Source: an optimization exercise on an open RTL-to-GDS flow (aim: small area, a short achievable clock period and few clock cycles). Production flows keep margins and buffers that such runs may drop.
The RTL was checked by simulation tests, not by an equivalence proof against the original design.
Power and IR drop assume default switching activity.

==> flow/design.v (excerpt) <==
module tinymoa_dcim (
    input clk,
    input nrst,
    output reg        mmio_ready,
    input             mmio_write,
    input      [31:0] mmio_wdata,
    input             mmio_read,
    output     [31:0] mmio_rdata,
    input      [5:0]  mmio_addr,
    input      [31:0] mem_rdata,
    output     [31:0] mem_wdata,
    output reg        mem_write,
    output reg        mem_read,
    output reg [9:0]  mem_addr
);
Size: roughly 3100 cells after synthesis, roughly 1400 flip-flops, roughly 150 I/O pins, ~41000 um2 of cells after synthesis.
export LEC_CHECK = 0
export CAP_MARGIN = 20
export CORE_MARGIN = 2
export CORE_UTILIZATION = 70
export CTS_CLUSTER_DIAMETER = 200
export CTS_CLUSTER_SIZE = 25
export SETUP_SLACK_MARGIN = 4.85
export SLEW_MARGIN = 20
export BUFFER_PORTS_ARGS = -buffer_cell sky130_fd_sc_hd__buf_2
create_clock -name core_clock -period 7.5 [get_ports {clk}]
standard.sh (not shown) runs the stock make flow with config.mk's settings and CLKGATE_MAP_FILE= SYNTH_SCRIPT=/design/flow/synth_recipe.tcl, a recipe that flattens the netlist after the stock synthesis.
==> flow/flow/run.sh <==
#!/bin/bash
# Layout flow: the standard layout (standard.sh, unchanged scripts and
# settings), except that the port buffers that global placement inserts are
# sky130_fd_sc_hd__buf_2 cells instead of the cell buffer_ports picks by
# default (a delay cell here). Every port still gets its buffer.
set -euo pipefail
echo 'export BUFFER_PORTS_ARGS = -buffer_cell sky130_fd_sc_hd__buf_2' >> config.mk
bash standard.sh > standard.log 2>&1
The starting point passed the timing, DRC and antenna checks.
Testbench counts at the start, summed over its fixed seeds: cycles 17,601.
Edit:
SETUP_SLACK_MARGIN = 4.95   (was 4.85)
What happened: Wire length goes up by a few percent; worst setup slack improves by 0.039 ns; cell area increases slightly; hold slack loses 0.018 ns; synthesized cell count stays the same; global-route usage rises by 0.79 points; total power climbs slightly; critical path depth drops by 7; clock power rises slightly; non-clock buffer count grows by 16.

tinymoa_dcim, a different RTL version from the one above (not shown whole).
Size: about 3000 cells after synthesis, ~150 I/O pins, about 41000 um^2 of cells after synthesis.
Settings: LEC_CHECK=0, CAP_MARGIN=20, CORE_MARGIN=2, CORE_UTILIZATION=70, SETUP_SLACK_MARGIN=5.0, SLEW_MARGIN=20; clock period 7.5 ns.
run.sh (not shown) runs the stock make flow with config.mk's settings and CLKGATE_MAP_FILE= SYNTH_SCRIPT=/design/flow/synth_recipe.tcl, a recipe that flattens the netlist after the stock synthesis.
Stock flow here: none of the scripts above is used.
Testbench counts at the start, summed over its fixed seeds: cycles 17,921.
==> next run, changes <==
Settings changed: CTS_BUF_LIST from default to sky130_fd_sc_hd__clkbuf_8, CTS_CLUSTER_SIZE from default to 30, SETUP_SLACK_MARGIN 5.0 to 4.5.
The new run finished with timing, DRC and antenna clean.
Total power fell by 9.7%.
Worst setup slack got worse by 0.29 ns.
Hold slack got worse by 0.0079 ns.
Area after synthesis does not change.
Routed wire length went down by 25%.
Via count fell by 11%.
Clock skew increases by 0.0034 ns.
Final cell count stays flat.
Clock power came out lower by 13%.
Die area stays the same.
==> next run, changes <==
Settings changed: ABC_CLOCK_PERIOD_IN_PS from default to 3000, CORE_UTILIZATION 70 to 40, CTS_BUF_LIST sky130_fd_sc_hd__clkbuf_8 to default, CTS_CLUSTER_SIZE 30 to default.
=> The new run completed without violations; setup slack gains 0.26 ns; combinational power went down by 12%; design area went up by 3.0%; routed wire length went down by 21%.

RTL: one of the versions met above, not the one the previous note started from.
Size: roughly 3,100 cells after synthesis, about 1,400 flip-flops, roughly 150 I/O pins.
// tinymoa_dcim
module tinymoa_dcim (
    input clk,
    input nrst,
    output reg        mmio_ready,
    input             mmio_write,
    input      [31:0] mmio_wdata,
    input             mmio_read,
    output     [31:0] mmio_rdata,
    input      [5:0]  mmio_addr,
    input      [31:0] mem_rdata,
    output     [31:0] mem_wdata,
    output reg        mem_write,
    output reg        mem_read,
    output reg [9:0]  mem_addr
);
Settings: LEC_CHECK=0, CAP_MARGIN=20, CORE_MARGIN=2, CORE_UTILIZATION=75, CTS_CLUSTER_DIAMETER=200, CTS_CLUSTER_SIZE=25, SETUP_SLACK_MARGIN=4.85, SLEW_MARGIN=20, BUFFER_PORTS_ARGS=-buffer_cell sky130_fd_sc_hd__buf_2; clock period 7.5 ns.
standard.sh (not shown) runs the stock make flow with config.mk's settings and CLKGATE_MAP_FILE= SYNTH_SCRIPT=/design/flow/synth_recipe.tcl, a recipe that flattens the netlist after the stock synthesis.
Scripts as last shown in full above: flow/flow/run.sh
The starting point ran to the end with no violations.
Testbench counts at the start, summed over its fixed seeds: cycles 17,601.
Rerun with:
- CORE_UTILIZATION: 75 -> 70
- SETUP_SLACK_MARGIN: 4.85 -> 4.75
After rerunning:
- The changed run completed without violations
- routed wire length goes down by 23%
- register-to-register slack is better by 0.13 ns
- cell area shrinks by 0.66%
- total power goes down by 6.0%
- synthesized cell count is unchanged
Rerun with:
- CTS_CLUSTER_DIAMETER: 200 -> 150
- CTS_CLUSTER_SIZE: 25 -> 30
- SETUP_SLACK_MARGIN: 4.75 -> 4.85
=> Fmax drops by 0.39%. Non-clock buffer count came out higher by 7. Wire length is about the same. Final cell count came out lower by 0.45%. Global-route usage falls by 0.33 points. Clock power falls by 13%. Cell area stays flat.

==> what the ideal ports hide <==
The results above use ideal ports. As a check the final layouts listed here were re-extracted and re-timed, cells and wires unchanged. Step 1 assumes that a clkbuf_16 drives the clock port and a buf_2 every other input. Step 2 also shifts input and output timing later by t, the mid clock arrival at the registers, as if the neighbouring blocks saw the same clock. Three values: ideal ports, drivers, drivers and shift; two values: the first two.
run	t, ns	setup WS [ns]	worst hold slack (ns)
the first run of note 1	0.686	4.772 / 4.734 / 4.236	0.322 / 0.322 / 0.322
the second run of note 1	0.701	4.811 / 4.745 / 4.244	0.304 / 0.304 / 0.304
the first run of note 2	0.774	4.512 / 4.512 / 4.069	0.285 / 0.285 / 0.285
the second run of note 2	0.887	4.220 / 4.220 / 3.664	0.277 / 0.277 / 0.277
the third run of note 2	0.803	4.478 / 4.525 / 3.722	0.301 / 0.301 / 0.301
the first run of note 3	0.724	4.577 / 4.617 / 3.893	0.304 / 0.304 / 0.304
the second run of note 3	0.700	4.767 / 4.755 / 4.104	0.326 / 0.326 / 0.326
the third run of note 3	0.712	4.756 / 4.687 / 4.208	0.314 / 0.314 / 0.314
After both steps every run listed still meets setup and hold. For the third run of note 2, which loses most, drivers alone change the setup slack by +0.047 ns; drivers and shift together by -0.756 ns.
